Source: an optimization exercise on an open RTL-to-GDS flow (aim: small area, a short achievable clock period and few clock cycles). Production flows keep margins and buffers that such runs may drop. The RTL was checked by simulation tests, not by an equivalence proof against the original design. Power and IR drop assume default switching activity.

== build 76 ==
==> flow/design.v <==
module ALU_standard_calculator_n_bit #(parameter n = 32)(
    input clk,
    input rst,
    input [2:0] op,
    input signed [n-1:0] a,
    input signed [n-1:0] b,
    output signed [2*n-1:0] result,
    output reg valid_result
);
    localparam W = 40;                
    reg [31:0] H, L;                  
    reg        hs;                    
    reg [31:0] A;                     
    reg        busy;                  
    reg        mmul;                  
    reg        bc;                    
    reg        sq;                    
    reg        dz;                    
    reg        dfirst;                
    reg        dneg;                  
    reg [4:0]  cnt;
    reg [5:0]  lenA, lenB;            
    reg [7:0]  mlast;
    assign result = {H | {32{hs}}, L};
    wire op_sub = (op == 3'b001);
    wire op_mul = (op == 3'b010);
    wire op_div = (op == 3'b011);
    wire op_and = (op == 3'b100);
    wire op_not = (op == 3'b111);
    wire op_log = op[2];
    wire sa = a[31];
    wire sb = b[31];
    wire [31:0] xa = a ^ {32{sa}};
    wire [31:0] xb = b ^ {32{sb}};
    wire [31:0] x1 = a ^ {32{op_div & sa}};
    wire [31:0] y1 = op[2] ? b | {32{op[1] & op[0]}} : (b ^ {32{op[0]}}) & {32{~op[1]}};
    wire        c1 = op_sub | (op_div & sa);
    wire [31:0] pg = x1 ^ y1;
    wire [31:0] gg = x1 & y1;
    wire [31:0] lg = (pg & {32{~op_and}}) | (gg & {32{~op[1]}});
    function [31:0] smear;
        input [31:0] x;
        reg [31:0] v;
        begin
            v = x;
            v = v | {1'b0, v[31:1]};
            v = v | {2'b0, v[31:2]};
            v = v | {4'b0, v[31:4]};
            v = v | {8'b0, v[31:8]};
            v = v | {16'b0, v[31:16]};
            smear = v;
        end
    endfunction
    function [5:0] smlen;
        input [31:0] m;
        reg [31:0] h;
        reg [4:0] k;
        integer i;
        begin
            h = m & ~{1'b0, m[31:1]};
            k = 5'd0;
            for (i = 0; i < 32; i = i + 1)
                k = k | (h[i] ? i[4:0] : 5'd0);
            smlen = m[0] ? {1'b0, k} + 6'd1 : 6'd0;
        end
    endfunction
    wire [31:0] smA = smear(xa);
    wire [31:0] smB = smear(xb);
    wire [31:0] smA1 = sa ? {smA[30:0], 1'b1} : smA;    
    wire early = |(smB & ~smA1);                        
    wire [6:0] mq = {1'b0, lenA} - {1'b0, lenB} + 7'd1;
    wire [7:0] mone;
    assign mone[0] = (mq == 1);
    assign mone[1] = (mq == 2);
    assign mone[2] = (mq == 3);
    assign mone[3] = (mq == 4);
    assign mone[4] = (mq == 5) || (mq == 6);
    assign mone[5] = (mq >= 7) && (mq <= 9);
    assign mone[6] = (mq >= 10) && (mq <= 12);
    assign mone[7] = (mq >= 13);
    wire [4:0] dcnt = {mone[7], mone[5] | mone[6] | mone[7], mone[4] | mone[7],      
                       mone[2] | mone[3] | mone[6] | mone[7],
                       mone[1] | mone[3] | mone[4] | mone[6] | mone[7]};
    wire [7:0] msel = dfirst ? mone : mlast;
    wire dlast = dfirst ? mone[0] : (cnt == 0);         
    wire [31:0] rinit = msel[0] ? {1'b0,  L[31:1]} :
                        msel[1] ? {2'b0,  L[31:2]} :
                        msel[2] ? {3'b0,  L[31:3]} :
                        msel[3] ? {4'b0,  L[31:4]} :
                        msel[4] ? {6'b0,  L[31:6]} :
                        msel[5] ? {9'b0,  L[31:9]} :
                        msel[6] ? {12'b0, L[31:12]} : 32'b0;
    wire dbit = |(msel & {L[31], L[11], L[8], L[5], L[3], L[2], L[1], L[0]});
    wire [31:0] mask = {{20{msel[7]}}, {3{msel[7] | msel[6]}}, {3{|msel[7:5]}},
                        {2{|msel[7:4]}}, |msel[7:3], |msel[7:2], |msel[7:1], 1'b1};
    wire [31:0] rsrc = dfirst ? rinit : H;             
    wire        rneg_ = rsrc[31];                        
    wire dstep = ~mmul & ~dneg;
    wire [8:0] mb = {L[7:0], bc};
    reg  [3:0] rone, rtwo, rneg;
    integer j;
    always @(*) begin
        for (j = 0; j < 4; j = j + 1) begin
            rone[j] = mmul & (mb[2*j+1] ^ mb[2*j]);
            rtwo[j] = mmul & ((mb[2*j+2] & ~mb[2*j+1] & ~mb[2*j]) | (~mb[2*j+2] & mb[2*j+1] & mb[2*j]));
            rneg[j] = mmul & mb[2*j+2] & ~(mb[2*j+1] & mb[2*j]);
        end
        rone[0] = rone[0] | dstep;
        rneg[0] = rneg[0] | (dstep & (~A[31] ^ rneg_));
    end
    function [33:0] bpp;              
        input one, two, neg;
        input [31:0] m;
        begin
            bpp = (one ? {m[31], m[31], m} : two ? {m[31], m, 1'b0} : 34'b0) ^ {34{neg}};
        end
    endfunction
    wire [33:0] pp0 = bpp(rone[0], rtwo[0], rneg[0], A);
    wire [33:0] pp1 = bpp(rone[1], rtwo[1], rneg[1], A);
    wire [33:0] pp2 = bpp(rone[2], rtwo[2], rneg[2], A);
    wire [33:0] pp3 = bpp(rone[3], rtwo[3], rneg[3], A);
    wire n3 = rneg[3];
    wire [33:0] hrow = dstep ? {~rsrc[31], rsrc, dbit} : {~H[31], H[31], H};
    wire [W-1:0] hr = {6'b0, hrow};
    wire [W-1:0] r0 = {6'b010101, ~pp0[33], pp0[32:0]};
    wire [W-1:0] r1 = {4'b0, ~pp1[33], pp1[32:0], n3, rneg[0]};
    wire [W-1:0] r2 = {2'b0, ~pp2[33], pp2[32:0], n3, rneg[1], n3, n3};
    wire [W-1:0] r3 = {~pp3[33], pp3[32:0], n3, rneg[2], n3, n3, n3, n3};
    wire [W-1:0] s1 = r1 ^ r2 ^ r3;
    wire [W-1:0] k1 = {((r1 & r2) | (r1 & r3) | (r2 & r3)), n3};
    wire [W-1:0] s2 = s1 ^ k1 ^ r0;
    wire [W-1:0] k2 = {((s1 & k1) | (s1 & r0) | (k1 & r0)), n3};
    wire [W-1:0] s3 = s2 ^ k2 ^ hr;
    wire [W-1:0] k3 = {((s2 & k2) | (s2 & hr) | (k2 & hr)), n3};
    wire [W-1:0] ax = busy ? s3 : {{8{x1[31] & ~op_div}}, x1};
    wire [W-1:0] ay = busy ? k3 : {{8{y1[31]}}, y1};
    wire         ac = busy ? (n3 | dneg) : c1;
    wire [W:0] sum1 = {ax, ac} + {ay, ac};              
    wire [W-1:0] sum = sum1[W:1];
    wire ge = ~sum[31];                                 
    wire [31:0] qn = {L[30:0], ge} & mask;              
    always @(posedge clk) begin
        A <= b;
        if (!busy) begin
            mmul <= op_mul;
            bc <= 1'b0;
            sq <= sa ^ sb;
            dz <= (b == 0);
            dfirst <= 1'b1;
            lenA <= smlen(smA1);
            lenB <= smlen(smB);
            cnt <= 5'd3;
            H <= 32'b0;
            hs <= op_log ? lg[31] : sum[32] & ~op[1];
            L <= op_log ? lg : sum[31:0] & {32{~(op_div & early)}};
        end else if (!valid_result) begin
            if (mmul) begin
                H <= sum[W-1:8];
                L <= {sum[7:0], L[31:8]};
                bc <= L[7];
                cnt <= cnt - 5'd1;
            end else if (dneg) begin
                H <= 32'b0;
                hs <= sum[31];
                L <= sum[31:0];
            end else begin
                dfirst <= 1'b0;
                mlast <= mone;
                H <= dlast ? (sq ? ~qn : 32'b0) : sum[31:0];
                L <= qn;
                cnt <= (dfirst ? dcnt : cnt) - 5'd1;
            end
        end
    end
    always @(posedge clk or posedge rst) begin
        if (rst) begin
            busy <= 1'b0;
            valid_result <= 1'b0;
            dneg <= 1'b0;
        end else begin
            busy <= 1'b1;
            if (!busy) begin
                valid_result <= !(op_mul || (op_div && !early));
            end else if (!valid_result) begin
                if (mmul) begin
                    if (cnt == 0) valid_result <= 1'b1;
                end else if (dneg) begin
                    valid_result <= 1'b1;
                end else if (dlast && !dz) begin
                    if (sq) dneg <= 1'b1;
                    else valid_result <= 1'b1;
                end
            end
        end
    end
endmodule
export LEC_CHECK = 0
export CAP_MARGIN = 20
export CORE_MARGIN = 2
export CORE_UTILIZATION = 40
export SLEW_MARGIN = 20
create_clock -name core_clock -period 18.0 [get_ports {clk}]
standard.sh (not shown) runs the stock make flow with config.mk's settings and CLKGATE_MAP_FILE= SYNTH_SCRIPT=/design/flow/synth_recipe.tcl, a recipe that flattens the netlist after the stock synthesis.
==> flow/flow/run.sh <==
#!/bin/bash
set -euo pipefail
bash standard.sh "BUFFER_PORTS_ARGS=-buffer_cell sky130_fd_sc_hd__buf_1" \
  SETUP_SLACK_MARGIN=11 TNS_END_PERCENT=10 finish > standard_flow.log 2>&1
Build 76 | stages: all done | timing, DRC, antenna: all pass
Testbench counts of build 76, summed over its fixed seeds: cycles 13,608.
diff inputs: build 76 => build 5
-- flow/flow/run.sh --
<<< build 76, line 4
  SETUP_SLACK_MARGIN=11 TNS_END_PERCENT=10 finish > standard_flow.log 2>&1
>>> build 5, line 4
  SETUP_SLACK_MARGIN=12 TNS_END_PERCENT=0 finish > standard_flow.log 2>&1
Findings:
- Pin count of the biggest net entering global routing (higher): build 5
- Summary of build 5 over build 76: sequential power down about 0.9%, placed instance count shows no meaningful change.
- Compared with build 76, build 5 is the more power-hungry design.
- sky130_fd_sc_hd__or4b_4 as the highest-delay cell along the critical path was reported by build 76, and sky130_fd_sc_hd__a221o_1 by build 5.
- Compared with build 76, build 5 shows a higher multi-input gate area in the final layout.
- Sort build 5 and build 76 by clock buffer and inverter area fraction after layout asc -> top: build 76
- Diff build 76 -> build 5: async set or reset register ratio after synthesis comparable; detailed-placement wirelength estimate now sits higher; minimum setup slack in the final design grew by 93 ps.
- Build 5 and build 76 ended up with roughly the same global-route track usage on met3.
Setup changes, build 5 to build 83
-- flow/flow/run.sh --
<<< build 5, line 4
  SETUP_SLACK_MARGIN=12 TNS_END_PERCENT=0 finish > standard_flow.log 2>&1
>>> build 83, line 4
  SETUP_SLACK_MARGIN=10.5 TNS_END_PERCENT=0 finish > standard_flow.log 2>&1
Results
The period utilization reported for build 83 is greater than that of build 5 by 2.8 points.
sky130_fd_sc_hd__a21oi_1 as the leading cell type in the layout, fill and taps excluded was reported by build 83, and sky130_fd_sc_hd__nand2_1 by build 5.
met1 track demand over resource came out lower on build 83 than on build 5.
Delta (build 83 minus build 5): required arrival time at the worst endpoint shows a reduction of 20 ps, clock buffer count shows a reduction of 1, maximum VDD drop shows an increase of 22%, design area shows a reduction of 8.2%.
Compared with build 5, build 83 improves power of the clock network.
Modified inputs, build 60 compared to build 83
-- flow/flow/run.sh --
<<< build 83, line 4
  SETUP_SLACK_MARGIN=10.5 TNS_END_PERCENT=0 finish > standard_flow.log 2>&1
>>> build 60, line 4
  SETUP_SLACK_MARGIN=10.5 TNS_END_PERCENT=10 finish > standard_flow.log 2>&1
[summary]
The number of detailed-routing iterations run before antenna repair in build 60 sits 3 below the value recorded for build 83.
Build 60 -> build 83: pin count of the biggest net entering global routing delta 0, exact match
Comparing build 83 with build 60, the number of vias per cell after detailed routing came out essentially unchanged.
In terms of switching part of the total power, build 60 and build 83 differ only marginally.
Build 83 -> build 60: power dissipated in the clock network flat
Between build 83 and build 60, the post-layout minimum cycle time is lower for build 60.
Comparing build 60 with build 83, the routed wire length came out essentially unchanged.
Smallest setup slack after layout in build 60 is 130 ps higher than in build 83
| via count | build 83 vs build 60 | ≈ equal |
Build 60: utilization after layout higher than build 83
On cell-internal power, build 83 and build 60 are basically level.

ALU_standard_calculator_n_bit, a different RTL version from the one above (not shown whole).
Size in the first run: about 130 I/O pins, ~22000 um^2 of cells after synthesis.
export LEC_CHECK = 0
export CAP_MARGIN = 20
export CORE_MARGIN = 2
export CORE_UTILIZATION = 40
export SLEW_MARGIN = 20
create_clock -name core_clock -period 18.0 [get_ports {clk}]
==> flow/flow/run.sh <==
#!/bin/bash
set -euo pipefail
bash standard.sh "BUFFER_PORTS_ARGS=-buffer_cell sky130_fd_sc_hd__buf_1" \
  SETUP_SLACK_MARGIN=12 TNS_END_PERCENT=10 finish > standard_flow.log 2>&1
The first run ran to the end with no violations.
Testbench counts at the start, summed over its fixed seeds: cycles 13,608.
Rerun with:
==> flow/flow/run.sh (replaced) <==
#!/bin/bash
set -euo pipefail
bash standard.sh SETUP_SLACK_MARGIN=12 TNS_END_PERCENT=10 finish > standard_flow.log 2>&1
Wire length went up by 3.8%.
Global-route usage went up by 0.54 points.
Total power went up by 2.0%.
Worst setup slack improved by 0.031 ns.
Clock-buffer cell count went up by 3.
Flip-flop and latch count does not change.
Via count went up by 1.3%.

## run A
ALU_standard_calculator_n_bit, a different RTL version from the one above (not shown whole).
Size: about 2800 cells after synthesis, ~120 flip-flops, roughly 130 I/O pins, roughly 21000 um^2 of cells after synthesis.
==> flow/config.mk <==
export PLATFORM = sky130hd
export DESIGN_NAME = ALU_standard_calculator_n_bit
export DESIGN_NICKNAME = ALU_standard_calculator_n_bit
export VERILOG_FILES = /design/flow/design.v
export SDC_FILE = /design/flow/constraint.sdc
export NUM_CORES = 4
export LEC_CHECK = 0
export CAP_MARGIN = 20
export CORE_MARGIN = 2
export CORE_UTILIZATION = 40
export SLEW_MARGIN = 20
==> flow/constraint.sdc <==
create_clock -name core_clock -period 18.0 [get_ports {clk}]
set_input_delay 3.6000 -clock core_clock [delete_from_list [all_inputs] [get_ports {clk}]]
set_output_delay 3.6000 -clock core_clock [all_outputs]
set_load 0.01 [all_outputs]
==> flow/flow/run.sh <==
#!/bin/bash
set -euo pipefail
bash standard.sh "BUFFER_PORTS_ARGS=-buffer_cell sky130_fd_sc_hd__buf_1" \
  SETUP_SLACK_MARGIN=10.75 TNS_END_PERCENT=10 finish > standard_flow.log 2>&1
Run A finished every step from synthesis to the final layout, and the layout passed the timing, DRC and antenna checks.
Testbench counts of run A, summed over its fixed seeds: cycles 13,608.
#### Input delta (run B over run A)
==> flow/flow/run.sh <==
#!/bin/bash
set -euo pipefail
bash standard.sh "BUFFER_PORTS_ARGS=-buffer_cell sky130_fd_sc_hd__buf_1" \
  SETUP_SLACK_MARGIN=10.25 TNS_END_PERCENT=10 finish > standard_flow.log 2>&1
Notes after the runs:
The run with more setup slack is run A; run B has less. On power share of the combinational group: between run B and run A, it ends up higher for run A. Filler cell count in the final layout is lower on run A. In run B, the final worst clock skew came out 0.0039 ns below the value in run A. Between run A and run B, the flow reports first-pass GRT wire length decreasing slightly. Changes observed in run B relative to run A: power saw a decrease; via count saw little to no change. Run B ends up with a clock period minus worst slack that is 0.41 ns higher than in run A.
[inputs] run C vs run B
# run B
export LEC_CHECK = 0
export CAP_MARGIN = 20
export CORE_MARGIN = 2
export CORE_UTILIZATION = 40
export SLEW_MARGIN = 20
create_clock -name core_clock -period 18.0 [get_ports {clk}]
# run C
export LEC_CHECK = 0
export CAP_MARGIN = 20
export CORE_MARGIN = 2
export CORE_UTILIZATION = 40
export PLACE_DENSITY = 0.65
export SLEW_MARGIN = 20
create_clock -name core_clock -period 18.0 [get_ports {clk}]
==> flow/flow/run.sh <==
#!/bin/bash
set -euo pipefail
bash standard.sh "BUFFER_PORTS_ARGS=-buffer_cell sky130_fd_sc_hd__buf_1" \
  SETUP_SLACK_MARGIN=10.5 TNS_END_PERCENT=10 finish > standard_flow.log 2>&1
--- outcome ---
Run C vs. run B: number of standard cells in the final layout excluding fillers shows no meaningful change, part of the cycle the worst path needs lower, worst setup slack grew by 0.19 ns, minimum period implied by the final worst setup slack shrank by 0.19 ns. Run C — minimum setup slack among reg-to-reg paths 0.24 ns higher, run B as reference. Leakage power figure came out higher on run C than on run B. From run B to run C the numbers moved as follows: number of enable-type register cells in the synthesized netlist barely changed; length of routed met3 wiring now smaller; wire length of the first global-routing pass shrank by 1.3%; hold slack level. Run comparison: run B worst setup path endpoint L[29]; run C worst setup path endpoint L[3].
Setup changes, run C to run D
# run C
export LEC_CHECK = 0
export CAP_MARGIN = 20
export CORE_MARGIN = 2
export CORE_UTILIZATION = 40
export PLACE_DENSITY = 0.65
export SLEW_MARGIN = 20
create_clock -name core_clock -period 18.0 [get_ports {clk}]
# run D
export LEC_CHECK = 0
export CAP_MARGIN = 20
export CORE_MARGIN = 2
export CORE_UTILIZATION = 40
export SLEW_MARGIN = 20
create_clock -name core_clock -period 18.0 [get_ports {clk}]
==> flow/flow/run.sh <==
#!/bin/bash
set -euo pipefail
bash standard.sh "BUFFER_PORTS_ARGS=-buffer_cell sky130_fd_sc_hd__buf_1" \
  SETUP_SLACK_MARGIN=11 TNS_END_PERCENT=10 finish > standard_flow.log 2>&1
--- outcome ---
Diff run C -> run D | clock tree cell share of total cell area | decrease of 0.16 points
NOTE: final worst setup slack in run D exceeds that of run C
Maximum resistive drop on vdd: run D and run C compared, higher one is run D
Global-route wire length before repair up 3.9% in run D wrt run C
Compared run C against run D; worst hold slack within noise.
Run D vs run C — layout overhead on the synthesized area rose 3.7 points.
Compared to run C, run D leaves less free space in the core.
For the post-CTS setup buffer count, run D came in 9 higher than run C did.
What run E does differently from run D at the input level:
==> flow/flow/run.sh <==
#!/bin/bash
set -euo pipefail
bash standard.sh "BUFFER_PORTS_ARGS=-buffer_cell sky130_fd_sc_hd__buf_1" \
  SETUP_SLACK_MARGIN=10.5 TNS_END_PERCENT=0 finish > standard_flow.log 2>&1
## What came out
- Comparing run E and run D, the higher maximum ir drop on the vdd rail is on run D.
- Delta (run E minus run D): leakage power summed over all cells has decreased, slack of the critical path has decreased, fmax has decreased, number of cells after detailed placement has decreased.
- Run D ended up with reg -> reg as its startpoint-to-endpoint class of the critical path; run E ended up with in -> reg.
### run E -> run F
# run E
export LEC_CHECK = 0
export CAP_MARGIN = 20
export CORE_MARGIN = 2
export CORE_UTILIZATION = 40
export SLEW_MARGIN = 20
create_clock -name core_clock -period 18.0 [get_ports {clk}]
# run F
export LEC_CHECK = 0
export CAP_MARGIN = 10
export CORE_MARGIN = 2
export CORE_UTILIZATION = 40
export SLEW_MARGIN = 10
create_clock -name core_clock -period 18.0 [get_ports {clk}]
==> flow/flow/run.sh <==
#!/bin/bash
set -euo pipefail
bash standard.sh "BUFFER_PORTS_ARGS=-buffer_cell sky130_fd_sc_hd__buf_1" \
  SETUP_SLACK_MARGIN=10.5 TNS_END_PERCENT=10 finish > standard_flow.log 2>&1
[summary]
Run F vs. run E: post-CTS setup buffer count now sits lower, first-iteration DRC count now sits lower.
On clock period minus final worst setup slack, the lower figure sits with run E, not run F.
Wire length of the first global-routing pass, run F vs run E: up slightly
Of the two values seen for type of the setup path with the least slack, in -> reg was produced by run E and reg -> reg by run F.
Across run E and run F, none had a timing, DRC or antenna violation.
End-of-flow core utilization up 0.17 points in run F wrt run E
Per the comparison of run F with run E, final-layout fill cell count +77, global-route usage now sits higher, cell depth of the worst setup path increased by 9 relative to the old numbers.

## what the ideal ports hide
The flow's constraints put no driver on any port. The routed layouts listed below were extracted and timed again, unchanged, in two steps. Step 1 assumes that a clkbuf_16 drives the clock port and a buf_2 every other input. Step 2, shift: input delay + t, output delay - t, t = (earliest + latest rising clock arrival at the registers) / 2. This alone moves slack from input paths to output paths. Slacks: ideal / step 1 / step 2; pairs: ideal / step 1.
run | t (ns) | slack for setup (ns) | worst setup path after step 2 | clock arrival spread, ns | slew at the worst register clock pin (ns)
build 76 | 0.545 | 10.944 / 10.852 / 10.307 | input to register | 0.020 / 0.020 | 0.08 / 0.08
build 5 | 0.546 | 11.037 / 10.968 / 10.422 | input to register | 0.020 / 0.021 | 0.08 / 0.08
build 83 | 0.545 | 10.524 / 10.550 / 10.005 | input to register | 0.014 / 0.014 | 0.07 / 0.07
build 60 | 0.542 | 10.652 / 10.676 / 10.134 | input to register | 0.014 / 0.014 | 0.07 / 0.07
the first run of note 2 | 0.555 | 10.966 / 10.954 / 10.399 | input to register | 0.018 / 0.018 | 0.08 / 0.08
the second run of note 2 | 0.546 | 10.997 / 11.009 / 10.463 | input to register | 0.014 / 0.013 | 0.07 / 0.07
run A | 0.510 | 10.825 / 10.862 / 10.352 | input to register | 0.017 / 0.017 | 0.07 / 0.07
run B | 0.502 | 10.412 / 10.412 / 9.964 | input to register | 0.013 / 0.013 | 0.07 / 0.07
run C | 0.491 | 10.605 / 10.642 / 10.151 | input to register | 0.015 / 0.014 | 0.07 / 0.07
run D | 0.504 | 10.912 / 10.912 / 10.483 | input to register | 0.020 / 0.020 | 0.07 / 0.07
run E | 0.502 | 10.627 / 10.642 / 10.166 | input to register | 0.016 / 0.016 | 0.07 / 0.07
run F | 0.501 | 10.572 / 10.572 / 10.203 | input to register | 0.014 / 0.014 | 0.07 / 0.07
After both steps every run listed still meets setup and hold. The setup slack of build 76, which loses most, moves by -0.092 ns with the drivers and by -0.637 ns with both steps.
